Context: an optimization exercise on an open-source flow, tuned for small area. The choices shown serve that exercise and are no tape-out recipe.
RTL that was checked went through simulation tests only; none was proved equivalent to the original.
No functional check of the RTL was part of runs 1 to 3 and 5.
Power is estimated from default activity; no workload was simulated.

## config.mk

```make
export PLATFORM = sky130hd
export DESIGN_NAME = MIPS_ALU
export DESIGN_NICKNAME = MIPS_ALU
export VERILOG_FILES = /design/flow/design.v
export SDC_FILE = /design/flow/constraint.sdc
export NUM_CORES = 4
export LEC_CHECK = 0
export CAP_MARGIN = 20
export CORE_MARGIN = 2
export CORE_UTILIZATION = 40
export SLEW_MARGIN = 20
```

## constraint.sdc

```tcl
create_clock -name core_clock -period 6.0 [get_ports {clk}]
set_input_delay 1.2000 -clock core_clock [delete_from_list [all_inputs] [get_ports {clk}]]
set_output_delay 1.2000 -clock core_clock [all_outputs]
set_load 0.01 [all_outputs]
```

## design.v

```verilog
module MIPS_ALU (
    input clk,
    input pipeline_flush_i,
    input r_type_i,
    input [6 - 1 : 0] opcode_i,
    input [6 - 1 : 0] funct_i,
    input [32 - 1 : 0] alu_input1_i,
    input [32 - 1 : 0] alu_input2_i,
    input [32 - 1 : 0] pc_i,
    output overflow_o,
    output zero_o,
    output negative_o,
    output [32 - 1 : 0] alu_result_o
);
    reg overflow;
    reg zero;
    reg negative;
    reg [32 - 1 : 0] alu_result;
    assign alu_result_o = alu_result;
    assign overflow_o = overflow;
    assign zero_o = zero;
    assign negative_o = negative;
    wire [31:0] a = alu_input1_i;
    wire [31:0] b = alu_input2_i;
    wire [5:0] f = funct_i;
    wire [5:0] o = opcode_i;
    wire r_add  = r_type_i & (f == 6'h20);
    wire r_addu = r_type_i & (f == 6'h21);
    wire r_sub  = r_type_i & (f == 6'h22);
    wire r_subu = r_type_i & (f == 6'h23);
    wire r_and  = r_type_i & (f == 6'h24);
    wire r_or   = r_type_i & (f == 6'h25);
    wire r_xor  = r_type_i & (f == 6'h26);
    wire r_nor  = r_type_i & (f == 6'h27);
    wire r_sll  = r_type_i & (f[5:3] == 3'b000) & (f[1:0] == 2'b00);
    wire r_srl  = r_type_i & (f[5:3] == 3'b000) & (f[1:0] == 2'b10);
    wire r_sra  = r_type_i & (f[5:3] == 3'b000) & (f[1:0] == 2'b11);
    wire r_slt  = r_type_i & (f == 6'h2A);
    wire r_jr   = r_type_i & (f == 6'h08);
    wire i_addi  = ~r_type_i & (o == 6'h08);
    wire i_addiu = ~r_type_i & (o == 6'h09);
    wire i_andi  = ~r_type_i & (o == 6'h0C);
    wire i_ori   = ~r_type_i & (o == 6'h0D);
    wire i_xori  = ~r_type_i & (o == 6'h0E);
    wire i_beq   = ~r_type_i & (o == 6'h04);
    wire i_bne   = ~r_type_i & (o == 6'h05);
    wire i_lw    = ~r_type_i & (o == 6'h23);
    wire i_sw    = ~r_type_i & (o == 6'h2B);
    wire op_add  = r_add | r_addu | r_sub | r_subu | i_addi | i_addiu | i_lw | i_sw;
    wire op_and  = r_and | i_andi;
    wire op_or   = r_or | i_ori;
    wire op_xor  = r_xor | i_xori;
    wire op_nor  = r_nor;
    wire op_shr  = r_srl | r_sra | r_jr;
    wire op_shl  = r_sll;
    wire op_cmp  = r_slt | i_beq | i_bne;
    wire sub     = r_sub | r_subu | r_slt | i_beq | i_bne;
    wire wr_res  = op_add | op_and | op_or | op_xor | op_nor | op_shr | op_shl | op_cmp;
    wire wr_ov   = r_add | r_sub | i_addi;
    wire [31:0] bx = b ^ {32{sub}};
    wire [31:0] p = a ^ bx;
    wire [31:0] g = a & bx;
    wire [32:0] c;
    assign c[0] = sub;
    genvar i, k;
    generate for (k = 0; k < 8; k = k + 1) begin : g_cla
        wire [3:0] gg = g[4*k+3:4*k];
        wire [3:0] pp = p[4*k+3:4*k];
        wire ci = c[4*k];
        assign c[4*k+1] = gg[0] | (pp[0] & ci);
        assign c[4*k+2] = gg[1] | (pp[1] & gg[0]) | (pp[1] & pp[0] & ci);
        assign c[4*k+3] = gg[2] | (pp[2] & gg[1]) | (pp[2] & pp[1] & gg[0]) | (pp[2] & pp[1] & pp[0] & ci);
        assign c[4*k+4] = gg[3] | (pp[3] & gg[2]) | (pp[3] & pp[2] & gg[1]) | (pp[3] & pp[2] & pp[1] & gg[0]) | (pp[3] & pp[2] & pp[1] & pp[0] & ci);
    end endgenerate
    wire [31:0] r = p ^ c[31:0];
    wire ov_add = (~r[31] & a[31] & b[31]) | (r[31] & ~a[31] & ~b[31]);
    wire ov_sub = (~r[31] & ~a[31] & b[31]) | (r[31] & a[31] & ~b[31]);
    wire ov = r_add | i_addi ? ov_add : ov_sub;
    wire lt = (a[31] ^ b[31]) ? a[31] : r[31];
    wire eq = &p;
    wire [4:0] sh = b[4:0] & {5{~r_jr}};
    wire fill = r_sra & a[31];
    wire [31:0] x;
    generate for (i = 0; i < 32; i = i + 1) begin : g_rev_in
        assign x[i] = op_shl ? a[31 - i] : a[i];
    end endgenerate
    wire [31:0] z = $signed({fill, x}) >>> sh;
    wire [31:0] zl;
    generate for (i = 0; i < 32; i = i + 1) begin : g_rev_out
        assign zl[i] = z[31 - i];
    end endgenerate
    wire cmp_bit = r_slt ? lt : (eq ^ i_bne);
    wire [31:0] res =
          ({32{op_add}} & r)
        | ({32{op_and}} & g)
        | ({32{op_or}}  & (p | g))
        | ({32{op_xor}} & p)
        | ({32{op_nor}} & ~(p | g))
        | ({32{op_shr}} & z)
        | ({32{op_shl}} & zl)
        | {31'b0, op_cmp & cmp_bit};
    wire hold = ~wr_res;
    always @(posedge clk) begin
        alu_result <= res | ({32{hold}} & alu_result);
        overflow <= (wr_ov & ov) | (~wr_ov & overflow);
        zero <= ((i_beq | i_bne) & eq) | (~(i_beq | i_bne) & zero);
        negative <= (r_slt & lt) | (~r_slt & negative);
    end
endmodule
```

## flow/run.sh

```bash
#!/bin/bash
# Own layout flow: the standard flow (standard.sh), with
#  - an area-oriented ABC mapping script for synthesis (flow/abc_area.script),
#  - port buffers built from the smallest buffer cell,
#  - power recovery (gate downsizing) after global routing.
# Each tool's full output stays in the ORFS logs under orfs/logs; make's output goes to make.log.
set -uo pipefail
W=$(pwd)
rm -rf "$W/scripts_local"
cp -r "$FLOW_HOME/scripts" "$W/scripts_local"
cp "$W/flow/abc_area.script" "$W/scripts_local/abc_area.script"
bash standard.sh SCRIPTS_DIR="$W/scripts_local" ABC_AREA=1 \
  "BUFFER_PORTS_ARGS=-buffer_cell sky130_fd_sc_hd__buf_1" \
  RECOVER_POWER=100 finish > "$W/make.log" 2>&1
rc=$?
tail -40 "$W/make.log"
exit $rc
```

## flow/abc_area.script

```
&get -n
&st
&dch
&nf -p
&put
topo
stime -c
```

## standard.sh

```bash
#!/bin/bash
# synth_recipe.tcl (not shown) runs the flow's synth.tcl, then flattens the netlist and writes it again
# the make line also repeats each setting of config.mk as NAME=value (left out here)
make -C /OpenROAD-flow-scripts/flow DESIGN_CONFIG=/design/flow/config.mk WORK_HOME=/design/flow/orfs CLKGATE_MAP_FILE= SYNTH_SCRIPT=/design/flow/synth_recipe.tcl "${@:-finish}"
```

==> results of run 1 <==
## through the flow
step / setup slack (ns) / util, % / area, sq um / hold slack [ns]
2_1_floorplan: 0.0434 / - / 6210 / 0.463
3_3_place_gp: 0.0637 / 48.6 / 7380 / 0.429
3_5_place_dp: 0.0282 / 48.6 / 7380 / 0.428
4_1_cts: 0.316 / 49.6 / 7540 / 0.436
5_1_grt: 0.0872 / 49.4 / 7510 / 0.455
6_report: 0.429 / 49.4 / 7510 / 0.433
## kinds of logic (layout without fill, tap and decap cells)
kind of cell	Yosys count	in the layout	synth area share (%)
compound gates	290	290	30.3
simple gates	200	200	15.0
mux	100	100	16.2
buf+inv	77	259	4.66
fa+ha+maj	71	71	15.2
xor+xnor	49	49	6.92
flops	35	35	11.8
## Yosys cell counts, types with 14 or more instances
cell type	n	area (sq um)
a22oi_1	39	293
a221oi_1	32	280
a21o_1	15	113
a21oi_1	76	380
nor2_1	47	176
clkinv_1	77	289
ha_1	64	801
mux2i_1	96	961
dfxtp_1	32	641
o21ai_0	68	340
o211ai_1	14	105
xor2_1	38	333
nand2_1	81	304
nand3_1	16	80.1
## power breakdown
group / internal, uW / switching (uW)
clock: 177 / 114
combinational: 276 / 407
sequential: 310 / 40.1
total: 764 / 562
## worst paths after layout
check | cells after the start | startpoint | end
min reg2reg | 2 | alu_result[12] | alu_result[12]
max reg2reg | 4 | alu_result[7] | alu_result[7]
min | 2 | alu_result[12] | alu_result[12]
max | 23 | funct_i[1] | alu_result[28]
## cells in the final DEF, fill, tap and decap left out, types with 7 or more instances in the layout
| cell | instances |
|---|---|
| nand4_1 | 9 |
| xnor2_1 | 11 |
| nor2b_1 | 7 |
| fa_1 | 7 |
| a221oi_1 | 32 |
| o21ai_0 | 67 |
| nor2_1 | 47 |
| xor2_1 | 38 |
| nand2_1 | 81 |
| clkinv_1 | 77 |
| and2_0 | 7 |
| dfxtp_1 | 32 |
| a21o_1 | 15 |
| buf_1 | 112 |
| buf_4 | 51 |
| o211ai_1 | 14 |
| clkbuf_1 | 9 |
| mux2i_1 | 96 |
| a21oi_1 | 76 |
| ha_1 | 64 |
| nand3_1 | 16 |
| a22oi_1 | 39 |
## metal layers
metal  wire, um  share of wire, %  up-vias
met5          0                 0        -
met4        452               2.1        0
met2      10000                46      236
met3       1250               5.7       30
met1      10300                47     3223
li1           -                 -     3469
## critical path, delay by kind of cell
| kind | cells | cell delay, ns |
|---|---|---|
| buffers and inverters | 4 | 0.53 |
| adder cells (fa/ha/maj) | 2 | 0.78 |
| XOR/XNOR | 1 | 0.18 |
| AO/OA/AOI/OAI | 12 | 2.06 |
| AND/OR/NAND/NOR | 4 | 1.05 |
## cell type report
cell class              count  area share [%]
multi-input cells         710            69.5
repair buffers            174            11.7
flip-flops and latches     35            9.73
inverters                  77            3.85
well taps                 188            3.13
clock buffers               8            2.08
==> impl_metrics.csv, run 1 <==
group,metric,value,unit
global_routing,grt_pass1_vias,6434,
finish,largestRegisters,"alu_result x32",
clocking,clockBufferDepth,2,
power,total_power,1330,uW
clocking,cts_resized,0,
finish,area_growth,21.1,%
synth,ys_ff_latch,35,
floorplan,die_area,16500,sq um
clocking,cts_root_buffer,"clkbuf_16",
synth,ys_seq_area_share,11.8,%
place,dp.cells,1184,
critical_path,required,6.24,ns
min_path,hold_class,"reg2reg",
clocking,clock_latency,0.30,ns
timing,fin_setup_tns,0,ns
place,globalplace.congestion,0.965,
status,status,"no timing/DRC/antenna violations",
floorplan,die_height,129,um
synth,synth_warnings,1,
floorplan,core,15200,sq um
clocking,cts_buffers,5,
clocking,htreeDepth,2,
floorplan,start_util,40.8,%
synth,synth.distinct_cells,53,
critical_path,max_stage_delay,0.53,ns
clocking,cts_sinks,35,
detailed_routing,drtPass1Iterations,5,
global_routing,met3_usage,3.24,%
synth,syn_inst,822,
timing,rsz0062_at_grt,"no",
finish,multi_input_area,5220,sq um
finish,nNetsFinal,1185,
global_routing,antenna_found_initial,0,
floorplan,die_w,129,um
finish,drive_above_1_share,6.67,%
synth,synth_edf_count,3,
power,peakVddDrop,98.0,uV
synth,synth_area,6210,sq um
critical_path,cp_common_cell,"a21o_1",
timing,skew,0,ns
synth,synthArstFlopShare,0,%
finish,antenna_cells,0,
timing,period_share,92.8,%
finish,top_register,"alu_result",
detailed_routing,wl,22000,um
clocking,clk_pin_slew,0.06,ns
clocking,post_cts.repair.setup_buffers,0,
clocking,cts_tree,"built",
critical_path,critPathSlowestCell,"or3_2",
detailed_routing,vias,6958,
global_routing,gr-usage-met2,43.2,%
finish,nFillCells,1586,
power,p_leak,0.00326,uW
global_routing,met1_usage,36.0,%
timing,finalHoldViolations,0,
global_routing,overflow,0,
place,hpwl,17200,um
critical_path,crit_fanout,6,
timing,drv_slew,0,
finish,fin_cells,1192,
critical_path,endpoint_kind,"register",
finish,regArea,731,sq um
synth,dominantRegCellSynth,"dfxtp_1",
critical_path,reg2reg_slack,4.97,ns
global_routing,track_usage,26.3,%
clocking,cts-hold-fix-buffers,0,
detailed_routing,antenna_left,0,
power,power_density,177,nW/um^2
run,max_cap_viol_count,0,
timing,tightestPinTransition,1.26,ns
global_routing,grt_max_degree,38,
detailed_routing,wl_per_cell,18.5,um
critical_path,critPathKind,"in2reg",
critical_path,critPathLaunchType,"input pin",
finish,largest_reg_flops,32,
global_routing,grt_pass1_wl,34100,um
detailed_routing,drt_iter0_drc,531,
critical_path,crit_arrival,5.81,ns
detailed_routing,routed_via_density,5.84,
place,numPortBuffers,112,
floorplan,fp-row-count,45,
timing,relSlewSlack,15.8,%
floorplan,ios,146,
detailed_routing,route.detailed.drc,0,
synth,syn_nets,1004,
timing,layout_min_cycle_time,5.57,ns
global_routing,top_usage_layer,"met2",
critical_path,cp_cell_sequence,"buf_1 > nor2b_1 > nor3b_1 > or3_2 > buf_4 > xor2_1 > clkinv_1 > ha_1 > a21o_1 > a21o_1 > a21o_1 > o21bai_1 > a21oi_1 > o21bai_1 > a21oi_1 > clkbuf_1 > o21bai_1 > and2_0 > fa_1 > o21ai_1 > a21oi_1 > o21ai_0 > a21o_1",
synth,avgSynthCellArea,7.55,sq um
timing,setup_viol,0,
timing,max_freq,0.180,GHz
==> run 2, diff against run 1 <==
--- a/flow/run.sh
+++ b/flow/run.sh
@@ -3,4 +3,5 @@
 #  - an area-oriented ABC mapping script for synthesis (flow/abc_area.script),
 #  - port buffers built from the smallest buffer cell,
+#  - no full-adder extraction before ABC,
 #  - power recovery (gate downsizing) after global routing.
 # Each tool's full output stays in the ORFS logs under orfs/logs; make's output goes to make.log.
@@ -12,5 +13,5 @@
 bash standard.sh SCRIPTS_DIR="$W/scripts_local" ABC_AREA=1 \
   "BUFFER_PORTS_ARGS=-buffer_cell sky130_fd_sc_hd__buf_1" \
-  RECOVER_POWER=100 finish > "$W/make.log" 2>&1
+  RECOVER_POWER=100 ADDER_MAP_FILE= finish > "$W/make.log" 2>&1
 rc=$?
 tail -40 "$W/make.log"
--- a/config.mk
+++ b/config.mk
@@ -6,6 +6,7 @@
 export NUM_CORES = 4
 export LEC_CHECK = 0
-export CAP_MARGIN = 20
+export CAP_MARGIN = 0
 export CORE_MARGIN = 2
 export CORE_UTILIZATION = 40
-export SLEW_MARGIN = 20
+export GPL_TIMING_DRIVEN = 0
+export SLEW_MARGIN = 0
==> run 2 against run 1 <==
Against the previous run:
- now fails the layout checks on capacitance limit, slew limit
- global-route usage up 2.7 points
- wire length increased by 1.4%
- first-iteration DRC count rose by 38%
- critical path depth is 3 lower
- clock-buffer cell count down 1
- design area down 7.8%
- setup slack worse by 0.30 ns
- largest cell class unchanged
- combinational power up 4.7%
- synthesized cell count rose by 0.36%
- power is 3.3% higher
- sequential share of layout area is 0.83 points higher
- clock power is 4% higher
==> impl_metrics.csv, run 2 <==
group,metric,value,unit
status,status,"complete, but fails checks",
status,so_faults,"capacitance limit, slew limit",
place,dp.cells,1129,
synth,synth_area,5660,sq um
finish,nFillCells,1449,
finish,multi_input_area,5080,sq um
detailed_routing,vias,7213,
timing,setup_viol,0,
finish,largest_reg_flops,32,
place,pre_cts_slack,-1.22,ns
detailed_routing,wl,22400,um
floorplan,die_w,123,um
place,globalplace.congestion,0.976,
power,p_leak,0.00270,uW
synth,syn_nets,936,
global_routing,grt_max_degree,38,
timing,max_freq,0.170,GHz
power,total_power,1370,uW
power,peakVddDrop,104,uV
clocking,clock_latency,0.30,ns
timing,tightestPinTransition,1.68,ns
synth,syn_inst,825,
clocking,clk_pin_slew,0.07,ns
global_routing,antenna_found_initial,0,
finish,final_util,49.9,%
critical_path,required,6.20,ns
global_routing,grt_pass1_wl,34100,um
finish,drive_above_1_share,5.71,%
finish,antenna_cells,0,
synth,synth_edf_count,3,
detailed_routing,wl_per_cell,19.6,um
finish,largestRegisters,"alu_result x32",
finish,area_growth,22.2,%
detailed_routing,antenna_left,0,
clocking,cts_sinks,35,
floorplan,start_util,40.8,%
timing,finalHoldViolations,0,
detailed_routing,route.detailed.drc,0,
synth,synthArstFlopShare,0,%
timing,drv_slew,37,
clocking,cts_tree,"built",
finish,top_register,"alu_result",
finish,regArea,731,sq um
timing,skew,0,ns
timing,layout_min_cycle_time,5.88,ns
critical_path,endpoint_kind,"register",
detailed_routing,routed_via_density,6.31,
critical_path,critPathKind,"in2reg",
synth,ys_ff_latch,35,
timing,holdWs,0.587,ns
clocking,cts_root_buffer,"clkbuf_16",
finish,final_common_cell,"nand2_1",
floorplan,fp-row-count,43,
timing,relSlewSlack,-12.6,%
finish,final_cell_mix,"118 x nand2_1, 113 x o21ai_0, 109 x buf_1, 93 x nor2_1, 87 x mux2i_1",
place,hpwl,17000,um
synth,synth.distinct_cells,49,
critical_path,crit_fanout,13,
global_routing,track_usage,29.0,%
synth,ys_seq_area_share,12.9,%
floorplan,die_area,15100,sq um
floorplan,core,13900,sq um
critical_path,critPathLaunchType,"input pin",
detailed_routing,drtPass1Iterations,5,
synth,synth_warnings,1,
finish,nNetsFinal,1073,
synth,synth.area.top_cells,"mux2i_1 15%, dfxtp_1 11%, o21ai_0 10%",
clocking,cts-hold-fix-buffers,0,
power,power_density,198,nW/um^2
global_routing,overflow,0,
timing,setup_ws,0.124,ns
synth,avgSynthCellArea,6.87,sq um
floorplan,die_height,123,um
synth,synth_top_area_share,15.4,%
finish,fin_cells,1143,
critical_path,rr_worst_depth,4,
min_path,hold_depth,3,
place,numPortBuffers,112,
clocking,clockBufferDepth,2,
synth,dominantRegCellSynth,"dfxtp_1",
synth,yosysMostFrequentCell,"nand2_1",
critical_path,crit_arrival,6.07,ns
synth,netlist_top_cells_count,"118 x nand2_1, 114 x o21ai_0, 93 x nor2_1, 87 x mux2i_1, 68 x a21oi_1",
floorplan,ios,146,
run,max_cap_viol_count,1,
detailed_routing,drt_iter0_drc,731,
timing,period_share,97.9,%
clocking,cts_buffers,5,
clocking,htreeDepth,2,
synth,yosysTopAreaCell,"mux2i_1",
global_routing,grt_pass1_vias,6295,
min_path,hold_class,"reg2reg",
## run 2: changes by cell type after synthesis, sizes merged, moves of 34 or more
| cell | before | now |
|---|---|---|
| a22oi | 39 | 5 |
| ha | 64 | 0 |
| xnor2 | 11 | 46 |
| clkinv | 77 | 11 |
| nand2 | 81 | 118 |
| nor2 | 47 | 93 |
| o21ai | 68 | 114 |
## run 2: area by class of cell
class | instances | area share [%]
flip-flops and latches | 35 | 10.6
repair buffers | 130 | 9.85
well taps | 180 | 3.25
inverters | 11 | 0.687
multi-input cells | 779 | 73.4
clock buffers | 7 | 2.20
clock inverters | 1 | 0.0904
## run 2: worst paths after layout
path,startpoint,to,slack (ns)
min,alu_result[19],alu_result[19],0.59
max reg2reg,alu_result[12],alu_result[12],4.65
max,r_type_i,alu_result[0],0.12
min reg2reg,alu_result[19],alu_result[19],0.59
## run 2: report_power, final
group	leakage, uW	switching, uW	internal, uW
Clock	0.0000805	127	178
Combinational	0.00232	431	285
Sequential	0.000293	40.0	310
## run 2: logic make-up (layout without fill, tap and decap cells)
family / Yosys count / count (layout) / synth area share (%)
compound gates: 311 / 311 / 34.0
xor+xnor: 61 / 61 / 10.6
fa+ha+maj: 2 / 2 / 0.353
buf+inv: 11 / 149 / 0.729
flops: 35 / 35 / 12.9
mux: 91 / 91 / 16.2
simple gates: 314 / 314 / 25.2
## run 2: critical path: stages
cell and delay [ns]:
buf_2 0.23, nor3b_1 0.09, nand2_1 0.21, clkinv_2 0.16, nor3_4 0.22, buf_12 0.16
buf_16 0.15, xnor3_1 0.22, nand2b_1 0.16, o221a_2 0.30, o221ai_4 0.19, a211oi_4 0.36
o21ai_1 0.16, a221o_1 0.46, a211o_4 0.42, a221oi_4 0.40, o22ai_2 0.18, xor2_1 0.22
maj3_2 0.38, a21o_1 0.18
## run 2: repair_timing
| action | CTS | global route |
|---|---|---|
| resized for setup | 7 | 6 |
| setup buffers | 4 | 2 |
| endpoints found under the setup margin | 10 | 5 |
| pin swaps | 1 | 3 |
## run 2: through the flow
stage                      TNS, ns  instance area [sq um]
after floorplan             -0.397                   5730
after global placement      -89.54                   6370
after detailed placement     -8.68                   6630
after CTS                        0                   6870
after global routing      -0.00763                   6920
final                            0                   6920
## run 2: metal layers
| metal | global-route usage [%] | wire length (um) | up-vias |
|---|---|---|---|
| met4 | 6.53 | 357 | 0 |
| met5 | 0 | 0 | - |
| met2 | 45.5 | 9960 | 379 |
| li1 | - | - | 3441 |
| met3 | 4.01 | 1970 | 32 |
| met1 | 41.9 | 10100 | 3361 |
==> run 3, diff against run 2 <==
--- a/config.mk
+++ b/config.mk
@@ -8,5 +8,5 @@
 export CAP_MARGIN = 0
 export CORE_MARGIN = 2
-export CORE_UTILIZATION = 40
+export CORE_UTILIZATION = 60
 export GPL_TIMING_DRIVEN = 0
 export SLEW_MARGIN = 0
==> run 3 against run 2 <==
Against the previous run:
- still fails the layout checks on capacitance limit, slew limit
- die area fell by 32%
- largest power group unchanged
- clock-buffer cell count shrank 1
- combinational power up 0.7%
- sequential power about the same
- first-iteration DRC count up 11%
- power decreased by 8.2%
==> impl_metrics.csv, run 3 <==
group,metric,value,unit
global_routing,grt_pass1_wl,33800,um
critical_path,reg2reg_slack,4.67,ns
synth,synthArstFlopShare,0,%
power,p_leak,0.00262,uW
critical_path,max_stage_delay,0.45,ns
critical_path,cp_common_cell,"buf_4",
critical_path,crit_arrival,6.12,ns
timing,skew,0,ns
clocking,htreeDepth,2,
place,hpwl,16500,um
global_routing,grt_max_degree,38,
finish,drive_above_1_share,5.32,%
critical_path,critPathLaunchType,"input pin",
floorplan,ios,146,
power,peakVddDrop,146,uV
clocking,clk_pin_slew,0.08,ns
place,numPortBuffers,112,
detailed_routing,drtPass1Iterations,7,
critical_path,timing.rr.start,"alu_result[5]",
finish,area_growth,18.1,%
synth,dominantRegCellSynth,"dfxtp_1",
clocking,clock_latency,0.30,ns
detailed_routing,vias,7529,
detailed_routing,wl,22500,um
status,status,"complete, but fails checks",
critical_path,crit_fanout,10,
finish,postLayoutCellArea,6690,sq um
critical_path,cp_num_cells,20,
synth,avgSynthCellArea,6.87,sq um
timing,max_freq,0.169,GHz
global_routing,overflow,0,
floorplan,die_area,10200,sq um
place,dp.cells,1056,
global_routing,antenna_found_initial,0,
critical_path,required,6.21,ns
synth,syn_inst,825,
min_path,hold_class,"reg2reg",
timing,drv_slew,37,
critical_path,rr_worst_depth,4,
clocking,cts_tree,"built",
synth,netlist_top_cells_count,"118 x nand2_1, 114 x o21ai_0, 93 x nor2_1, 87 x mux2i_1, 68 x a21oi_1",
floorplan,core,9200,sq um
timing,layout_min_cycle_time,5.91,ns
critical_path,cp_cell_sequence,"buf_2 > and3b_2 > nand3_4 > clkinv_4 > nor3_4 > buf_4 > buf_4 > xnor3_1 > nand2b_1 > o221a_2 > o221ai_4 > a211oi_4 > o21ai_1 > a221o_1 > a211o_1 > a221oi_4 > o22ai_2 > xor2_1 > maj3_2 > a21o_1",
synth,yosysMostFrequentCell,"nand2_1",
timing,period_share,98.5,%
synth,syn_nets,936,
finish,largestRegisters,"alu_result x32",
place,pre_cts_slack,-0.957,ns
detailed_routing,route.detailed.drc,0,
critical_path,critPathKind,"in2reg",
synth,synth_top_area_share,15.4,%
clocking,clockBufferDepth,2,
floorplan,start_util,61.6,%
critical_path,critPathSlowestCell,"a221o_1",
synth,synth.distinct_cells,49,
critical_path,endpoint,"alu_result[0]",
floorplan,die_height,101,um
finish,top_register,"alu_result",
timing,relSlewSlack,-16.9,%
place,globalplace.congestion,1.00,
timing,finalHoldViolations,0,
synth,ys_seq_area_share,12.9,%
clocking,cts-hold-fix-buffers,0,
clocking,cts_sinks,35,
synth,synth_edf_count,3,
critical_path,cp.buffers_inverters,4,
detailed_routing,wl_per_cell,21.1,um
clocking,cts_root_buffer,"clkbuf_8",
finish,fin_cells,1070,
critical_path,r2r-end,"alu_result[5]",
timing,rsz0062_at_grt,"no",
critical_path,endpoint_kind,"register",
finish,final_cell_mix,"118 x nand2_1, 113 x o21ai_0, 109 x buf_1, 93 x nor2_1, 87 x mux2i_1",
synth,synth_warnings,1,
timing,setup_viol,0,
detailed_routing,drt_iter0_drc,810,
floorplan,fp-row-count,35,
synth,synth_area,5660,sq um
clocking,cts_buffers,5,
global_routing,grt_pass1_vias,6681,
critical_path,crit_family,"compound AO/OA/AOI/OAI gates",
place,place_area,6470,sq um
timing,setup_ws,0.0871,ns
synth,yosysTopAreaCell,"mux2i_1",
synth,ys_ff_latch,35,
global_routing,track_usage,41.4,%
power,total_power,1260,uW
critical_path,crit_start,"r_type_i",
finish,largest_reg_flops,32,
status,so_faults,"capacitance limit, slew limit",
floorplan,die_w,101,um
detailed_routing,routed_via_density,7.04,
finish,nNetsFinal,1069,
run,max_cap_viol_count,1,
finish,antenna_cells,0,
timing,tightestPinTransition,1.75,ns
detailed_routing,antenna_left,0,
finish,final_common_cell,"nand2_1",
finish,nFillCells,797,
power,power_density,188,nW/um^2
synth,synth.area.top_cells,"mux2i_1 15%, dfxtp_1 11%, o21ai_0 10%",
run 3: through the flow:
stage | setup TNS (ns) | hold slack [ns] | utilization (%)
final | 0 | 0.601 | 72.7
after global routing | 0 | 0.624 | 72.7
after CTS | 0 | 0.603 | 71.9
after detailed placement | -5.55 | 0.577 | 70.3
after global placement | -80.48 | 0.564 | 68.3
after floorplan | -0.397 | 0.602 | -
run 3: cell families (layout without fill, tap and decap cells):
logic type                 Yosys count  count (layout)  share of synthesized area (%)
adders and majority gates            2               2                          0.353
buffers and inverters               11             145                          0.729
and+or+nand+nor                    314             314                           25.2
DFF                                 35              35                           12.9
xor gates and xnor gates            61              61                           10.6
muxes                               91              91                           16.2
AOI/OAI and AO/OA                  311             311                           34.0
run 3: cell type report:
cell class              count  area (sq um)  area share (%)
clock buffers               6          72.6            1.08
clock inverters             2          11.3           0.168
inverters                  11          47.5           0.711
multi-input cells         779          5090            76.1
flip-flops and latches     35           731            10.9
well taps                 111           139            2.08
repair buffers            126           598            8.94
run 3: how the worst min path moves through the flow:
stage | start | endpoint | slack (ns) | depth (start not counted)
2_1_floorplan | alu_result[19] | alu_result[19] | 0.60 | 3
3_3_place_gp | alu_result[8] | alu_result[8] | 0.56 | 4
3_5_place_dp | alu_result[8] | alu_result[8] | 0.58 | 4
4_1_cts | alu_result[8] | alu_result[8] | 0.60 | 4
5_1_grt | alu_result[8] | alu_result[8] | 0.62 | 4
6_report | alu_result[8] | alu_result[8] | 0.60 | 4
run 3: per-layer routing:
metal / share of wire, % / wire length (um) / vias to the layer above / track usage (%)
li1: - / - / 3423 / -
met1: 40 / 8940 / 3455 / 55.4
met2: 44 / 10000 / 573 / 65.5
met3: 12 / 2770 / 78 / 8.01
met4: 3.6 / 811 / 0 / 16.9
met5: 0 / 0 / - / 0
run 3: what timing repair did:
action / in CTS / in global routing
resized for setup: 6 / 7
setup buffers: 4 / 1
setup endpoints to repair: 7 / 4
cloned: 0 / 0
pin swaps: 1 / 2
run 3: worst register-to-register path: cells and delay by family (launching register included):
kind / cells / cell delay [ns]
AOI/OAI and AO/OA: 4 / 0.86
DFF: 1 / 0.34
run 3: power breakdown:
| part | switching [uW] | internal (uW) | total [uW] |
|---|---|---|---|
| registers | 40.3 | 309 | 349 |
| logic | 441 | 281 | 721 |
| clock network | 105 | 81.9 | 187 |
| total | 586 | 672 | 1260 |
==> run 4, diff against run 3 <==
--- a/design.v
+++ b/design.v
@@ -100,10 +100,9 @@
         | ({32{op_shl}} & zl)
         | {31'b0, op_cmp & cmp_bit};
-    wire hold = ~wr_res;
     always @(posedge clk) begin
-        alu_result <= res | ({32{hold}} & alu_result);
-        overflow <= (wr_ov & ov) | (~wr_ov & overflow);
-        zero <= ((i_beq | i_bne) & eq) | (~(i_beq | i_bne) & zero);
-        negative <= (r_slt & lt) | (~r_slt & negative);
+        if (wr_res) alu_result <= res;
+        if (wr_ov) overflow <= ov;
+        if (i_beq | i_bne) zero <= eq;
+        if (r_slt) negative <= lt;
     end
 endmodule
==> run.sh (new file) <==
#!/bin/bash
# synth_recipe.tcl (not shown) runs the flow's synth.tcl, then flattens the netlist and writes it again
# the make line also repeats each setting of config.mk as NAME=value (left out here)
make -C /OpenROAD-flow-scripts/flow DESIGN_CONFIG=/design/flow/config.mk WORK_HOME=/design/flow/orfs CLKGATE_MAP_FILE= SYNTH_SCRIPT=/design/flow/synth_recipe.tcl finish
--- a/config.mk
+++ b/config.mk
@@ -6,7 +6,7 @@
 export NUM_CORES = 4
 export LEC_CHECK = 0
-export CAP_MARGIN = 0
+export ABC_AREA = 1
+export CAP_MARGIN = 20
 export CORE_MARGIN = 2
-export CORE_UTILIZATION = 60
-export GPL_TIMING_DRIVEN = 0
-export SLEW_MARGIN = 0
+export CORE_UTILIZATION = 40
+export SLEW_MARGIN = 20
removed: flow/run.sh
removed: flow/abc_area.script
removed: standard.sh
==> run 4 against run 3 <==
Against the previous run:
- design area rose by 28%
- global-route usage down 13 points
- clock power increased by 65%
- synthesized cell count increased by 31%
- synthesized area up 21%
- wire length up 11%
- now clean on timing, DRC and antenna
- critical path type unchanged
- flip-flop and latch count unchanged
- clock-buffer cell count down 1
- largest cell class unchanged
- first-iteration DRC count down 7.0%
- critical path depth up 12
==> impl_metrics.csv, run 4 <==
group,metric,value,unit
synth,synth.distinct_cells,50,
power,p_seq_share,24.7,%
global_routing,track_usage,27.9,%
detailed_routing,route.detailed.drc,0,
place,pre_cts_slack,0.235,ns
floorplan,start_util,41.1,%
synth,ys_seq_area_share,15.4,%
finish,postLayoutCellArea,8590,sq um
clocking,htreeDepth,2,
finish,final_common_cell,"nand2_1",
power,peakVddDrop,102,uV
finish,final_cell_mix,"266 x nand2_1, 146 x inv_1, 112 x clkdlybuf4s50_1, 87 x o21ai_1, 68 x o21ai_0",
synth,synthArstFlopShare,0,%
power,p_int,760,uW
status,status,"no timing/DRC/antenna violations",
global_routing,grt_pass1_vias,7113,
global_routing,grt_pass1_wl,38900,um
min_path,hold_class,"in2reg",
clocking,clk_pin_slew,0.06,ns
detailed_routing,drt_iter0_drc,753,
finish,area_growth,25.7,%
timing,tightestPinTransition,0.976,ns
clocking,clockBufferDepth,2,
timing,max_freq,0.182,GHz
min_path,hold_path_end,"overflow",
floorplan,ios,146,
critical_path,crit_fanout,8,
synth,synth.area.top_cells,"edfxtp_1 15%, nand2_1 15%, ha_1 12%",
critical_path,required,6.04,ns
power,combinationalPowerShare,50.5,%
synth,yosysMostFrequentCell,"nand2_1",
critical_path,critPathKind,"in2reg",
synth,yosysTopAreaCell,"edfxtp_1",
synth,synth_edf_count,35,
critical_path,critPathLaunchType,"input pin",
power,p_leak,0.00392,uW
power,p_sw_share,39.0,%
global_routing,grt_max_degree,47,
detailed_routing,routed_via_density,5.49,
floorplan,fp-row-count,47,
power,power_density,145,nW/um^2
min_path,hold_depth,4,
clocking,cts_resized,0,
timing,period_share,91.6,%
synth,ys_ff_latch,35,
power,switchingPower,486,uW
finish,top_register,"alu_result",
power,power_frac_clock,24.8,%
synth,synth_top_area_share,15.4,%
clocking,cts_sinks,35,
critical_path,critPathSlowestCell,"clkdlybuf4s50_1",
global_routing,antenna_found_initial,0,
synth,synth_area,6840,sq um
synth,synth_warnings,1,
place,globalplace.congestion,0.987,
timing,setup_viol,0,
clocking,cts_root_buffer,"clkbuf_16",
timing,setup_ws,0.504,ns
place,place_area,8420,sq um
floorplan,die_area,18100,sq um
timing,relSlewSlack,34.8,%
finish,antenna_cells,0,
critical_path,max_stage_delay,0.57,ns
detailed_routing,wl_per_cell,17.6,um
clocking,cts-hold-fix-buffers,0,
detailed_routing,vias,7793,
critical_path,cp_common_cell,"nand2_1",
synth,syn_nets,1262,
synth,syn_inst,1080,
clocking,post_cts.repair.setup_buffers,0,
timing,drv_slew,0,
synth,dominantRegCellSynth,"edfxtp_1",
finish,nNetsFinal,1380,
critical_path,crit_arrival,5.54,ns
detailed_routing,antenna_left,0,
critical_path,endpoint_kind,"register",
timing,layout_min_cycle_time,5.50,ns
detailed_routing,drtPass1Iterations,5,
timing,rsz0062_at_grt,"no",
synth,netlist_top_cells_count,"266 x nand2_1, 146 x inv_1, 87 x o21ai_1, 68 x o21ai_0, 64 x ha_1",
finish,largest_reg_flops,32,
detailed_routing,wl,25000,um
timing,finalHoldViolations,0,
finish,drive_above_1_share,8.59,%
timing,fin_setup_tns,0,ns
run,max_cap_viol_count,0,
clocking,cts_buffers,5,
clocking,cts_tree,"built",
place,numPortBuffers,112,
min_path,hp-start,"funct_i[0]",
floorplan,die_w,135,um
global_routing,overflow,0,
floorplan,core,16600,sq um
synth,avgSynthCellArea,6.33,sq um
floorplan,die_height,135,um
place,hpwl,20100,um
## run 4: changes by cell type in the layout (fill, tap and decap cells not counted), moves of 45 or more
cell | previous run | this run
inv_1 | 0 | 146
buf_4 | 6 | 52
nand2_1 | 118 | 266
o21ai_1 | 1 | 87
mux2i_1 | 87 | 8
ha_1 | 0 | 64
clkdlybuf4s50_1 | 0 | 112
buf_1 | 109 | 0
nor2_1 | 93 | 48
o21ai_0 | 113 | 68
## run 4: final cells by class
type	count	area (sq um)
fillers	1736	8050
multi-input cells	830	4960
repair buffers	165	1530
flip-flops and latches	35	1050
inverters	161	604
well taps	220	275
clock buffers	5	125
clock inverters	3	43.8
## run 4: logic make-up after synthesis
logic type	share of synthesized area, %
DFF	15.4
muxes	1.17
AOI/OAI and AO/OA	26.5
adders and majority gates	13.8
and+or+nand+nor	25.6
xor gates and xnor gates	5.25
buffers and inverters	12.4
## run 4: routing by layer
layer,vias up,track usage (%),share of wire [%]
met3,39,5.78,9.4
met5,-,0,0
met4,0,7.89,2.7
met2,355,43.9,44
met1,3509,38.7,44
li1,3890,-,-
## run 4: metrics by stage
stage                     util, %  power (uW)  hold slack (ns)  instances
after floorplan                 -         682             1.44       1080
after global placement       50.6         928             1.96       1411
after detailed placement     50.6         934             1.97       1411
after CTS                    51.6        1250             1.65       1419
after global routing         51.6        1330             1.71       1419
final                        51.6        1250             1.64       1419
## run 4: critical path, delay by kind of cell
kind            cells  cell delay [ns]
buf+inv             5             1.06
simple gates       23             2.06
compound gates      1             0.36
fa+ha+maj           2             0.71
xor+xnor            1             0.13
## run 4: power groups by stage
stage | combinational, uW | clock (uW) | sequential [uW]
finish | 630 | 309 | 308
CTS | 623 | 314 | 308
global route | 699 | 322 | 310
floorplan | 354 | 0 | 328
detailed placement | 621 | 0 | 313
global placement | 615 | 0 | 313
## run 4: worst max path at each step
stage	from	to	slack [ns]	cells after the start
finish	r_type_i	alu_result[29]	0.50	32
CTS	r_type_i	alu_result[29]	0.52	32
global placement	r_type_i	alu_result[29]	0.28	32
floorplan	funct_i[1]	alu_result[28]	1.03	29
global route	r_type_i	alu_result[29]	0.16	33
detailed placement	r_type_i	alu_result[29]	0.23	33
==> run 5, diff against run 4 <==
--- a/design.v
+++ b/design.v
@@ -61,16 +61,30 @@
     wire [31:0] p = a ^ bx;
     wire [31:0] g = a & bx;
+    wire [31:0] gk = g & {32{op_add | r_slt}};
+    genvar i, k;
     wire [32:0] c;
-    assign c[0] = sub;
-    genvar i, k;
-    generate for (k = 0; k < 8; k = k + 1) begin : g_cla
-        wire [3:0] gg = g[4*k+3:4*k];
+    assign c[0] = sub;   
+    wire [7:0] G, P;
+    wire [8:0] cg;
+    assign cg[0] = c[0];
+    generate for (k = 0; k < 8; k = k + 1) begin : g_grp
+        wire [3:0] gg = gk[4*k+3:4*k];
         wire [3:0] pp = p[4*k+3:4*k];
-        wire ci = c[4*k];
+        assign G[k] = gg[3] | (pp[3] & gg[2]) | (pp[3] & pp[2] & gg[1]) | (pp[3] & pp[2] & pp[1] & gg[0]);
+        assign P[k] = &pp;
+        wire ci = cg[k];
+        assign c[4*k] = ci;
         assign c[4*k+1] = gg[0] | (pp[0] & ci);
         assign c[4*k+2] = gg[1] | (pp[1] & gg[0]) | (pp[1] & pp[0] & ci);
         assign c[4*k+3] = gg[2] | (pp[2] & gg[1]) | (pp[2] & pp[1] & gg[0]) | (pp[2] & pp[1] & pp[0] & ci);
-        assign c[4*k+4] = gg[3] | (pp[3] & gg[2]) | (pp[3] & pp[2] & gg[1]) | (pp[3] & pp[2] & pp[1] & gg[0]) | (pp[3] & pp[2] & pp[1] & pp[0] & ci);
     end endgenerate
+    generate for (k = 0; k < 2; k = k + 1) begin : g_sup
+        wire ci = cg[4*k];
+        assign cg[4*k+1] = G[4*k] | (P[4*k] & ci);
+        assign cg[4*k+2] = G[4*k+1] | (P[4*k+1] & G[4*k]) | (P[4*k+1] & P[4*k] & ci);
+        assign cg[4*k+3] = G[4*k+2] | (P[4*k+2] & G[4*k+1]) | (P[4*k+2] & P[4*k+1] & G[4*k]) | (P[4*k+2] & P[4*k+1] & P[4*k] & ci);
+        assign cg[4*k+4] = G[4*k+3] | (P[4*k+3] & G[4*k+2]) | (P[4*k+3] & P[4*k+2] & G[4*k+1]) | (P[4*k+3] & P[4*k+2] & P[4*k+1] & G[4*k]) | (P[4*k+3] & P[4*k+2] & P[4*k+1] & P[4*k] & ci);
+    end endgenerate
+    assign c[32] = cg[8];
     wire [31:0] r = p ^ c[31:0];
     wire ov_add = (~r[31] & a[31] & b[31]) | (r[31] & ~a[31] & ~b[31]);
@@ -92,17 +106,16 @@
     wire cmp_bit = r_slt ? lt : (eq ^ i_bne);
     wire [31:0] res =
-          ({32{op_add}} & r)
-        | ({32{op_and}} & g)
-        | ({32{op_or}}  & (p | g))
-        | ({32{op_xor}} & p)
+          ({32{op_add | op_xor | op_or}} & r)
+        | ({32{op_and | op_or}} & g)
         | ({32{op_nor}} & ~(p | g))
         | ({32{op_shr}} & z)
         | ({32{op_shl}} & zl)
         | {31'b0, op_cmp & cmp_bit};
+    wire hold = ~wr_res;
     always @(posedge clk) begin
-        if (wr_res) alu_result <= res;
-        if (wr_ov) overflow <= ov;
-        if (i_beq | i_bne) zero <= eq;
-        if (r_slt) negative <= lt;
+        alu_result <= res | ({32{hold}} & alu_result);
+        overflow <= (wr_ov & ov) | (~wr_ov & overflow);
+        zero <= ((i_beq | i_bne) & eq) | (~(i_beq | i_bne) & zero);
+        negative <= (r_slt & lt) | (~r_slt & negative);
     end
 endmodule
==> flow/run.sh (new file) <==
#!/bin/bash
# Own layout flow: the standard flow (standard.sh), with
#  - an area-oriented ABC mapping script for synthesis (flow/abc_area.script),
#  - port buffers built from the smallest buffer cell,
#  - no full-adder extraction before ABC,
#  - a small clock tree (small clock buffers, no dummy loads),
#  - power recovery (gate downsizing) after global routing.
# Each tool's full output stays in the ORFS logs under orfs/logs; make's output goes to make.log.
set -uo pipefail
W=$(pwd)
rm -rf "$W/scripts_local"
cp -r "$FLOW_HOME/scripts" "$W/scripts_local"
cp "$W/flow/abc_area.script" "$W/scripts_local/abc_area.script"
bash standard.sh SCRIPTS_DIR="$W/scripts_local" ABC_AREA=1 \
  "BUFFER_PORTS_ARGS=-buffer_cell sky130_fd_sc_hd__buf_1" \
  "CTS_ARGS=-sink_clustering_enable -repair_clock_nets -sink_clustering_size 12 -buf_list {sky130_fd_sc_hd__clkbuf_8} -root_buf sky130_fd_sc_hd__clkbuf_8 -dont_use_dummy_load" \
  RECOVER_POWER=100 ADDER_MAP_FILE= finish > "$W/make.log" 2>&1
rc=$?
tail -40 "$W/make.log"
exit $rc
==> flow/abc_area.script (new file) <==
&get -n
&st
&dch
&nf -R 1000 -p
&put
topo
stime -c
==> standard.sh (new file) <==
#!/bin/bash
# synth_recipe.tcl (not shown) runs the flow's synth.tcl, then flattens the netlist and writes it again
# the make line also repeats each setting of config.mk as NAME=value (left out here)
make -C /OpenROAD-flow-scripts/flow DESIGN_CONFIG=/design/flow/config.mk WORK_HOME=/design/flow/orfs CLKGATE_MAP_FILE= SYNTH_SCRIPT=/design/flow/synth_recipe.tcl "${@:-finish}"
--- a/config.mk
+++ b/config.mk
@@ -6,7 +6,7 @@
 export NUM_CORES = 4
 export LEC_CHECK = 0
-export ABC_AREA = 1
-export CAP_MARGIN = 20
+export CAP_MARGIN = 10
 export CORE_MARGIN = 2
-export CORE_UTILIZATION = 40
-export SLEW_MARGIN = 20
+export CORE_UTILIZATION = 55
+export GPL_TIMING_DRIVEN = 0
+export SLEW_MARGIN = 10
removed: run.sh
==> run 5 against run 4 <==
Against the previous run:
- design area down 27%
- power shrank 11%
- clock-buffer cell count did not move
- critical path type unchanged
- synthesized area is 22% lower
- maximum frequency fell by 6.3%
- die area is 42% lower
==> impl_metrics.csv, run 5 <==
group,metric,value,unit
status,status,"no timing/DRC/antenna violations",
timing,max_freq,0.171,GHz
critical_path,critPathKind,"in2reg",
critical_path,crit_fanout,18,
floorplan,die_height,103,um
power,total_power,1110,uW
detailed_routing,wl_per_cell,21.6,um
synth,ys_ff_latch,35,
finish,final_cell_mix,"110 x nand2_1, 109 x buf_1, 90 x mux2i_1, 88 x nor2_1, 81 x a21oi_1",
min_path,hold_class,"reg2reg",
clocking,clockBufferDepth,2,
synth,synth_area,5350,sq um
synth,syn_inst,783,
critical_path,crit_start,"r_type_i",
critical_path,r2r-end,"alu_result[3]",
synth,synthArstFlopShare,0,%
global_routing,grt_pass1_vias,6380,
synth,avgSynthCellArea,6.83,sq um
critical_path,crit_family,"simple AND/OR/NAND/NOR gates",
synth,netlist_top_cells_count,"114 x nand2_1, 92 x nor2_1, 90 x mux2i_1, 81 x a21oi_1, 76 x o21ai_0",
floorplan,die_area,10500,sq um
finish,largest_reg_flops,32,
detailed_routing,routed_via_density,6.89,
finish,top_register,"alu_result",
clocking,cts_buffers,5,
clocking,htreeDepth,2,
global_routing,track_usage,41.7,%
floorplan,start_util,57.3,%
clocking,cts_tree,"built",
global_routing,top_usage_layer,"met2",
critical_path,cp.buffers_inverters,1,
clocking,cts_sinks,35,
floorplan,die_w,103,um
clocking,cts_root_buffer,"clkbuf_8",
finish,nNetsFinal,1024,
detailed_routing,antenna_left,0,
synth,ys_seq_area_share,13.7,%
floorplan,core,9330,sq um
timing,relSlewSlack,12.6,%
timing,fin_setup_tns,0,ns
timing,rsz0062_at_grt,"no",
detailed_routing,drt_iter0_drc,837,
global_routing,met3_usage,8.14,%
synth,synth_top_area_share,16.8,%
global_routing,grt_pass1_wl,33900,um
finish,drive_above_1_share,4.28,%
critical_path,critPathSlowestCell,"or4b_1",
synth,synth_warnings,1,
synth,syn_nets,894,
critical_path,max_stage_delay,0.53,ns
timing,setup_viol,0,
timing,period_share,97.7,%
power,peakVddDrop,112,uV
floorplan,fp-row-count,35,
synth,synth_edf_count,3,
synth,synth.distinct_cells,45,
power,power_density,176,nW/um^2
finish,final_common_cell,"nand2_1",
critical_path,cp_num_cells,22,
critical_path,critPathLaunchType,"input pin",
detailed_routing,route.detailed.drc,0,
critical_path,crit_arrival,6.05,ns
global_routing,gr-usage-met2,67.4,%
global_routing,met1_usage,54.9,%
place,numPortBuffers,112,
detailed_routing,drtPass1Iterations,6,
power,p_leak,0.00246,uW
place,globalplace.congestion,1.10,
clocking,clk_pin_slew,0.08,ns
critical_path,endpoint,"alu_result[26]",
critical_path,timing.rr.start,"alu_result[3]",
synth,yosysMostFrequentCell,"nand2_1",
detailed_routing,wl,22400,um
synth,synth.area.top_cells,"mux2i_1 17%, dfxtp_1 12%, xor2_1 9.0%",
floorplan,ios,146,
finish,area_growth,17.9,%
critical_path,cp_cell_sequence,"buf_2 > and3b_1 > and3b_2 > nor2_4 > nand2_8 > xor2_1 > nand2_1 > nor2b_1 > nor2b_1 > or4b_1 > nor4_4 > nand3_1 > nand4_1 > and2_2 > a31oi_2 > o21ai_1 > and2_0 > a21oi_1 > xor2_1 > o22ai_1 > a221oi_2 > nand3_1",
global_routing,grt_max_degree,38,
timing,layout_min_cycle_time,5.86,ns
clocking,clock_latency,0.30,ns
global_routing,antenna_found_initial,0,
finish,final_util,67.6,%
run,max_cap_viol_count,0,
critical_path,rr_worst_depth,3,
critical_path,endpoint_kind,"register",
timing,finalHoldViolations,0,
synth,dominantRegCellSynth,"dfxtp_1",
place,hpwl,16500,um
detailed_routing,vias,7163,
timing,tightestPinTransition,1.31,ns
critical_path,reg2reg_slack,4.90,ns
finish,antenna_cells,0,
timing,drv_slew,0,
finish,largestRegisters,"alu_result x32",
timing,skew,0,ns
global_routing,overflow,0,
synth,yosysTopAreaCell,"mux2i_1",
critical_path,required,6.19,ns
## run 5: changes by cell type after synthesis, moves of 32 or more
cell | previous run | this run
a21oi_1 | 48 | 81
dfxtp_1 | 0 | 32
edfxtp_1 | 35 | 3
ha_1 | 64 | 0
inv_1 | 146 | 0
mux2i_1 | 8 | 90
nand2_1 | 266 | 114
nor2_1 | 49 | 92
o21ai_1 | 87 | 0
xor2_1 | 12 | 55
## run 5: kinds of logic (layout without fill, tap and decap cells)
group / count (synthesis) / after routing / synth area share (%)
xor+xnor: 71 / 71 / 11.6
flops: 35 / 35 / 13.7
compound gates: 262 / 262 / 30.3
simple gates: 317 / 318 / 26.5
buf+inv: 4 / 131 / 0.281
mux: 94 / 94 / 17.7
## run 5: worst register-to-register path: stages (launching register included)
cell	delay (ns)
dfxtp_1	0.32
a221o_1	0.31
a221oi_1	0.20
o21ai_0	0.13
## run 5: area by class of cell
cell class | instances | area [sq um]
Multi-Input combinational cell | 745 | 4750
Fill cell | 885 | 3030
Sequential cell | 35 | 731
Timing Repair Buffer | 122 | 574
Tap cell | 129 | 161
Clock buffer | 5 | 68.8
Inverter | 4 | 15.0
## run 5: layer usage
metal	part of all wire (%)	vias to the layer above
li1	-	3226
met1	39	3295
met2	44	550
met3	12	92
met4	4.5	0
met5	0	-
## run 5: what timing repair did
item / CTS / global route
setup buffers: 1 / 3
setup endpoints to repair: 20 / 4
pin swaps: 2 / 2
resized for setup: 16 / 7
hold buffers: 0 / 0
cloned: 1 / 0
## run 5: how the worst min path moves through the flow
stage / start / to / slack [ns] / depth (start not counted)
detailed placement: alu_result[20] / alu_result[20] / 0.44 / 2
CTS: alu_result[20] / alu_result[20] / 0.45 / 2
global placement: alu_result[20] / alu_result[20] / 0.43 / 2
finish: alu_result[20] / alu_result[20] / 0.45 / 2
global route: alu_result[20] / alu_result[20] / 0.47 / 2
floorplan: alu_result[20] / alu_result[20] / 0.46 / 2
## run 5: through the flow
step	cell area, sq um	hold slack (ns)	setup slack (ns)	instances
CTS	6260	0.449	0.0501	1037
detailed placement	6080	0.440	-1.84	1030
floorplan	5350	0.463	0.0658	783
global route	6300	0.466	0.0129	1040
finish	6300	0.451	0.137	1040
global placement	5930	0.426	-1.98	1024
## run 5: report_power, final
| group | total [uW] | leakage [uW] | switching, uW | internal (uW) |
|---|---|---|---|---|
| sequential | 345 | 0.000293 | 38.0 | 307 |
| clock | 178 | 0.0000359 | 103 | 75.4 |
| combinational | 587 | 0.00214 | 373 | 214 |
| total | 1110 | 0.00246 | 514 | 596 |
==> run 6, diff against run 5 <==
--- a/design.v
+++ b/design.v
@@ -115,7 +115,7 @@
     always @(posedge clk) begin
         alu_result <= res | ({32{hold}} & alu_result);
-        overflow <= (wr_ov & ov) | (~wr_ov & overflow);
-        zero <= ((i_beq | i_bne) & eq) | (~(i_beq | i_bne) & zero);
-        negative <= (r_slt & lt) | (~r_slt & negative);
+        if (wr_ov) overflow <= ov;
+        if (i_beq | i_bne) zero <= eq;
+        if (r_slt) negative <= lt;
     end
 endmodule
==> run 6 against run 5 <==
Against the previous run:
- the layout now fails its checks (capacitance limit, slew limit)
- power decreased by 2.1%
- combinational power decreased by 2%
- flip-flop and latch count unchanged
- register-to-register slack got worse by 0.25 ns
- sequential power about the same
- design area decreased by 0.67%
- non-clock buffer count decreased by 2
- clock power decreased by 4%
- largest power group unchanged
- core utilization decreased by 2.3 points
- clock skew unchanged
==> impl_metrics.csv, run 6 <==
group,metric,value,unit
finish,antenna_cells,0,
synth,synth_edf_count,3,
synth,dominantRegCellSynth,"dfxtp_1",
place,dp.cells,1057,
finish,nFillCells,900,
global_routing,antenna_found_initial,0,
floorplan,die_height,103,um
timing,drv_slew,25,
critical_path,required,6.18,ns
critical_path,max_stage_delay,0.55,ns
synth,synth_warnings,1,
finish,regArea,731,sq um
detailed_routing,vias,7036,
power,peakVddDrop,118,uV
synth,synth_area,5360,sq um
detailed_routing,wl,21600,um
min_path,hold_class,"reg2reg",
finish,multi_input_area,4710,sq um
detailed_routing,highest_layer,"met4",
clocking,htreeDepth,2,
global_routing,overflow,0,
critical_path,crit_arrival,5.91,ns
synth,synth_top_area_share,15.7,%
status,so_faults,"capacitance limit, slew limit",
global_routing,grt_pass1_vias,6473,
global_routing,grt_max_degree,38,
timing,skew,0,ns
finish,area_growth,16.8,%
power,p_sw_share,45.6,%
critical_path,critPathKind,"in2reg",
place,globalplace.congestion,1.04,
clocking,clock_latency,0.30,ns
power,p_seq_share,31.6,%
synth,synth.area.top_cells,"mux2i_1 16%, dfxtp_1 12%, nand2_1 9.0%",
floorplan,die_area,10500,sq um
finish,top_register,"alu_result",
clocking,clk_pin_slew,0.08,ns
power,power_density,174,nW/um^2
synth,yosysTopAreaCell,"mux2i_1",
global_routing,track_usage,40.4,%
detailed_routing,drtPass1Iterations,5,
critical_path,cp_cell_sequence,"clkbuf_2 > nand2b_1 > nor4_4 > nor2_4 > o21ai_4 > buf_12 > clkbuf_2 > xor2_1 > nand2_1 > nor2b_1 > nand2_1 > nor2_1 > nor2_1 > nor2_1 > a2111oi_1 > a21oi_1 > nor2_1 > o21a_1 > o22ai_1 > a31oi_1 > xor2_1 > o22ai_1 > a221oi_1 > nand3_1",
place,numPortBuffers,112,
detailed_routing,route.met2.wl,9700,um
detailed_routing,drt_iter0_drc,629,
timing,setup_viol,0,
synth,syn_inst,806,
detailed_routing,wl_met1,8540,um
power,power_frac_clock,15.7,%
place,place_area,6110,sq um
floorplan,core,9590,sq um
critical_path,endpoint_kind,"register",
timing,rsz0062_at_grt,"no",
detailed_routing,wl_per_cell,20.3,um
detailed_routing,antenna_left,0,
critical_path,critPathLaunchType,"input pin",
global_routing,grt_pass1_wl,33100,um
run,max_cap_viol_count,1,
clocking,clockBufferDepth,2,
timing,layout_min_cycle_time,5.72,ns
timing,finalHoldViolations,0,
power,p_leak,0.00244,uW
timing,tightestPinTransition,1.65,ns
finish,largest_reg_flops,32,
finish,final_cell_mix,"126 x nand2_1, 111 x nor2_1, 110 x buf_1, 84 x mux2i_1, 81 x a21oi_1",
synth,netlist_top_cells_count,"129 x nand2_1, 115 x nor2_1, 84 x mux2i_1, 81 x a21oi_1, 68 x o21ai_0",
timing,period_share,95.4,%
critical_path,crit_fanout,10,
synth,synthArstFlopShare,0,%
finish,final_common_cell,"nand2_1",
detailed_routing,routed_via_density,6.61,
power,switchingPower,496,uW
synth,yosysMostFrequentCell,"nand2_1",
floorplan,die_w,103,um
clocking,cts_tree,"built",
finish,nNetsFinal,1044,
finish,postLayoutCellArea,6260,sq um
detailed_routing,wl_met3,2120,um
synth,avgSynthCellArea,6.65,sq um
clocking,cts_sinks,35,
floorplan,fp-row-count,36,
synth,synth.distinct_cells,44,
place,hpwl,16000,um
synth,ys_seq_area_share,13.6,%
floorplan,start_util,55.9,%
finish,fin_cells,1064,
synth,ys_ff_latch,35,
floorplan,ios,146,
critical_path,cp_common_cell,"nor2_1",
power,combinationalPowerShare,52.7,%
critical_path,critPathSlowestCell,"a2111oi_1",
clocking,cts_root_buffer,"clkbuf_8",
timing,max_freq,0.175,GHz
timing,relSlewSlack,-10.3,%
status,status,"complete, but fails checks",
detailed_routing,route.detailed.drc,0,
power,p_int,591,uW
synth,syn_nets,917,
finish,drive_above_1_share,3.01,%
clocking,cts-hold-fix-buffers,0,
clocking,cts_buffers,5,
-- run 6: cell types whose count changed in the layout (fill, tap and decap cells not counted), moves of 3 or more --
cell,change
a22oi_1,-4
o22a_1,-3
mux2_1,-3
o22ai_1,+7
or3_1,+4
nand3_1,+5
o21bai_1,-3
nand2_1,+16
o21ai_0,-10
o311ai_0,+3
mux2i_1,-6
buf_4,-4
nor2_1,+23
-- run 6: metrics by stage --
step	total power, uW	TNS (ns)	util, %	hold slack (ns)	setup WS, ns
6_report	1090	0	65.2	0.455	0.277
5_1_grt	1160	0	65.2	0.484	0.0165
2_1_floorplan	709	0	-	0.463	0.0347
4_1_cts	1070	0	64.8	0.453	0.147
3_3_place_gp	879	-59.65	62.0	0.424	-2.28
3_5_place_dp	901	-7.32	63.7	0.442	-0.834
-- run 6: what timing repair did --
item | CTS | global route
cloned | 0 | 0
endpoints found under the setup margin | 11 | 10
setup buffers | 2 | 0
gates resized for setup | 2 | 12
hold endpoints to repair | 0 | 0
pin swaps | 1 | 2
-- run 6: cell type report --
| cell class | instances | share of cell area (%) |
|---|---|---|
| clock buffer | 5 | 1.10 |
| tap | 133 | 2.66 |
| sequential | 35 | 11.7 |
| multi-input combinational | 768 | 75.3 |
| inverter | 3 | 0.180 |
| timing repair buffer | 120 | 9.13 |
-- run 6: kinds of logic after synthesis --
family / after synthesis / share of synthesized area (%)
mux: 85 / 15.9
simple gates: 355 / 29.0
compound gates: 257 / 29.7
xor+xnor: 71 / 11.6
flops: 35 / 13.6
buf+inv: 3 / 0.210
-- run 6: routing by layer --
layer / vias up / GRT usage [%]
met5: - / 0
met4: 0 / 23.2
met3: 109 / 7.05
met2: 460 / 64.6
met1: 3193 / 51.0
li1: 3274 / -
-- run 6: worst paths after layout --
path	cells after the start	startpoint	end	slack, ns
min	2	alu_result[20]	alu_result[20]	0.45
max reg2reg	6	alu_result[0]	alu_result[0]	4.65
max	24	r_type_i	alu_result[27]	0.28
min reg2reg	2	alu_result[20]	alu_result[20]	0.45
-- run 6: power by group through the flow --
stage / Sequential [uW] / Combinational [uW] / Clock, uW
2_1_floorplan: 379 / 330 / 0
3_3_place_gp: 343 / 535 / 0
3_5_place_dp: 348 / 553 / 0
4_1_cts: 343 / 557 / 174
5_1_grt: 351 / 626 / 179
6_report: 343 / 573 / 170
-- run 6: worst max-delay path, delay by kind of cell --
kind	cells	cell delay, ns
buffers and inverters	3	0.68
AND/OR/NAND/NOR	11	1.83
AO/OA/AOI/OAI	8	1.78
XOR/XNOR	2	0.40
==> run 7, diff against run 6 <==
--- a/config.mk
+++ b/config.mk
@@ -6,7 +6,7 @@
 export NUM_CORES = 4
 export LEC_CHECK = 0
-export CAP_MARGIN = 10
+export CAP_MARGIN = 20
 export CORE_MARGIN = 2
 export CORE_UTILIZATION = 55
 export GPL_TIMING_DRIVEN = 0
-export SLEW_MARGIN = 10
+export SLEW_MARGIN = 25
==> run 7 against run 6 <==
Against the previous run:
- still fails the layout checks on capacitance limit, slew limit
- non-clock buffer count unchanged
- hold slack is essentially flat
- sequential share of layout area hardly changed
- synthesized cell count stayed put
- core utilization barely moved
- maximum frequency decreased by 0.72%
- critical path depth shrank 10
- via count grew 0.90%
- wire length increased by 0.70%
- flip-flop and latch count did not move
- sequential power about the same
- die area unchanged
- largest cell class unchanged
==> impl_metrics.csv, run 7 <==
group,metric,value,unit
status,status,"complete, but fails checks",
status,so_faults,"capacitance limit, slew limit",
place,place_area,6120,sq um
detailed_routing,antenna_left,0,
synth,ys_seq_area_share,13.6,%
global_routing,grt_pass1_vias,6510,
synth,syn_nets,917,
detailed_routing,drtPass1Iterations,5,
finish,nFillCells,948,
detailed_routing,drt_iter0_drc,652,
floorplan,die_area,10500,sq um
timing,finalHoldViolations,0,
place,hpwl,16200,um
floorplan,die_height,103,um
place,numPortBuffers,112,
finish,area_growth,16.8,%
detailed_routing,vias,7099,
critical_path,critPathLaunchType,"input pin",
synth,netlist_top_cells_count,"129 x nand2_1, 115 x nor2_1, 84 x mux2i_1, 81 x a21oi_1, 68 x o21ai_0",
finish,final_cell_mix,"125 x nand2_1, 110 x nor2_1, 110 x buf_1, 84 x mux2i_1, 80 x a21oi_1",
global_routing,grt_max_degree,53,
finish,antenna_cells,0,
critical_path,critPathKind,"in2reg",
synth,synth_warnings,1,
power,power_density,175,nW/um^2
synth,synth_top_family_by_area,"compound AO/OA/AOI/OAI gates",
clocking,cts_root_buffer,"clkbuf_8",
synth,dominantRegCellSynth,"dfxtp_1",
min_path,hold_class,"reg2reg",
finish,multi_input_area,4730,sq um
finish,drive_above_1_share,3.44,%
timing,relSlewSlack,-1.34,%
detailed_routing,wl,21800,um
synth,synth_top_area_share,15.7,%
synth,synth-simple-area-share,29.0,%
critical_path,max_stage_delay,1.25,ns
timing,period_share,96.1,%
synth,synthXorXnorAreaFrac,11.6,%
detailed_routing,route.detailed.drc,0,
timing,max_freq,0.173,GHz
run,max_cap_viol_count,1,
floorplan,fp-row-count,36,
global_routing,track_usage,40.5,%
power,p_leak,0.00244,uW
finish,largest_reg_flops,32,
synth,synth.area.top_cells,"mux2i_1 16%, dfxtp_1 12%, nand2_1 9.0%",
critical_path,endpoint_kind,"register",
global_routing,grt_pass1_wl,33000,um
floorplan,core,9590,sq um
place,globalplace.congestion,1.04,
critical_path,cp_cell_sequence,"clkbuf_1 > nor2_1 > nand3_1 > nand2_1 > dlymetal6s4s_1 > mux2i_1 > nor2_1 > nor2_1 > o21ai_0 > a21oi_1 > o21ai_0 > a21oi_1 > a2111oi_0 > nand2_1",
synth,synth_edf_count,3,
critical_path,crit_arrival,5.95,ns
synth,yosysMostFrequentCell,"nand2_1",
floorplan,start_util,55.9,%
clocking,cts_tree,"built",
timing,layout_min_cycle_time,5.76,ns
clocking,clockBufferDepth,2,
finish,top_register,"alu_result",
timing,skew,0,ns
synth,synthMuxAreaShare,15.9,%
power,peakVddDrop,114,uV
timing,holdWs,0.454,ns
clocking,htreeDepth,2,
timing,setup_viol,0,
synth,yosysTopAreaCell,"mux2i_1",
critical_path,critPathSlowestCell,"dlymetal6s4s_1",
critical_path,required,6.19,ns
synth,synth.distinct_cells,44,
detailed_routing,routed_via_density,6.67,
timing,drv_slew,30,
clocking,clock_latency,0.30,ns
synth,synth_area,5360,sq um
clocking,cts_buffers,5,
clocking,cts_sinks,35,
synth,synth_compound_area_share,29.7,%
synth,avgSynthCellArea,6.65,sq um
detailed_routing,wl_per_cell,20.5,um
floorplan,ios,146,
synth,ys_ff_latch,35,
finish,regArea,731,sq um
finish,final_common_cell,"nand2_1",
clocking,clk_pin_slew,0.08,ns
synth,synthArstFlopShare,0,%
global_routing,antenna_found_initial,0,
global_routing,overflow,0,
critical_path,crit_fanout,29,
finish,postLayoutCellArea,6260,sq um
timing,rsz0062_at_grt,"no",
finish,nNetsFinal,1044,
floorplan,die_w,103,um
timing,tightestPinTransition,1.52,ns
synth,syn_inst,806,
synth,synth-adder-area-share,0,%
critical_path,cp_common_cell,"nor2_1",
## run 7: changes by cell type in the layout (fill, tap and decap cells not counted), sizes merged
cell | previous run | this run
clkbuf | 8 | 7
dlymetal6s4s | 0 | 1
## run 7: worst paths after layout
kind,startpoint,end,slack (ns),depth (start not counted)
worst max-delay path,funct_i[1],alu_result[20],0.24,14
worst min register to register,alu_result[20],alu_result[20],0.45,2
worst max register to register,alu_result[0],alu_result[0],4.52,6
worst min-delay path,alu_result[20],alu_result[20],0.45,2
## run 7: area by class of cell
class,instances,area share [%]
clock buffers,5,1.10
inverters,3,0.180
multi-input cells,768,75.6
flip-flops and latches,35,11.7
well taps,133,2.66
repair buffers,120,8.77
## run 7: power breakdown
part           internal [uW]  total (uW)  switching [uW]
sequential               307         343            35.7
combinational            209         580             370
clock                   75.1         171            95.9
total                    592        1090             502
## run 7: cell families (layout without fill, tap and decap cells)
| kind of cell | count (synthesis) | in the layout |
|---|---|---|
| xor gates and xnor gates | 71 | 71 |
| AOI/OAI and AO/OA | 257 | 257 |
| buffers and inverters | 3 | 128 |
| muxes | 85 | 85 |
| and+or+nand+nor | 355 | 355 |
| DFF | 35 | 35 |
## run 7: per-layer routing
| layer | track usage, % | wire [um] | share of wire [%] | up-vias |
|---|---|---|---|---|
| met5 | 0 | 0 | 0 | - |
| met4 | 22.8 | 1220 | 5.6 | 0 |
| met3 | 8.34 | 2210 | 10 | 101 |
| met2 | 66.7 | 9960 | 46 | 495 |
| met1 | 49.0 | 8360 | 38 | 3220 |
| li1 | - | - | - | 3283 |
## run 7: worst max-delay path, delay by kind of cell
family	cells	cell delay (ns)
and+or+nand+nor	6	1.52
buffers and inverters	2	1.43
AOI/OAI and AO/OA	5	1.40
muxes	1	0.38
## run 7: timing repair
item                                    CTS  global route
endpoints found under the hold margin     0             0
hold buffers                              0             0
pin swaps                                 0             3
gates resized for setup                   4            12
endpoints found under the setup margin   15            12
setup buffers                             0             1
## run 7: metrics by stage
stage | cells | util [%] | total power (uW) | TNS, ns | setup slack, ns
2_1_floorplan | 806 | - | 709 | 0 | 0.0347
3_3_place_gp | 1051 | 62.0 | 879 | -59.65 | -2.28
3_5_place_dp | 1058 | 63.8 | 904 | -8.27 | -0.910
4_1_cts | 1063 | 64.8 | 1080 | 0 | 0.0582
5_1_grt | 1064 | 65.3 | 1160 | 0 | 0.00956
6_report | 1064 | 65.3 | 1090 | 0 | 0.236

## re-timing with driven ports
Ports are ideal in the flow. The routed layouts listed here were re-timed in OpenROAD. Step 1 sets driving cells, clkbuf_16 on the clock port and buf_2 on the other inputs (assumed; they add their load-dependent delay and slew). Step 2 moves the port delays by t, midway between the first and last clock arrival at a register: inputs arrive t later, outputs are due t later. That takes back most of the time a late clock gives input paths. a / b / c = ideal ports / drivers / drivers and shift; a / b = the first two.
run | shift t [ns] | slack for setup (ns) | worst setup path after step 2
run 1 | 0.337 | 0.429 / 0.451 / 0.115 | input to register
run 2 | 0.345 | 0.124 / 0.146 / -0.199 | input to register
run 3 | 0.339 | 0.087 / 0.101 / -0.238 | input to register
run 4 | 0.342 | 0.504 / 0.520 / 0.178 | input to register
run 5 | 0.337 | 0.137 / 0.155 / -0.182 | input to register
run 6 | 0.340 | 0.277 / 0.283 / -0.056 | input to register
run 7 | 0.338 | 0.236 / 0.248 / -0.090 | input to register
For run 6, which loses most, drivers alone change the setup slack by +0.006 ns; drivers and shift together by -0.333 ns.
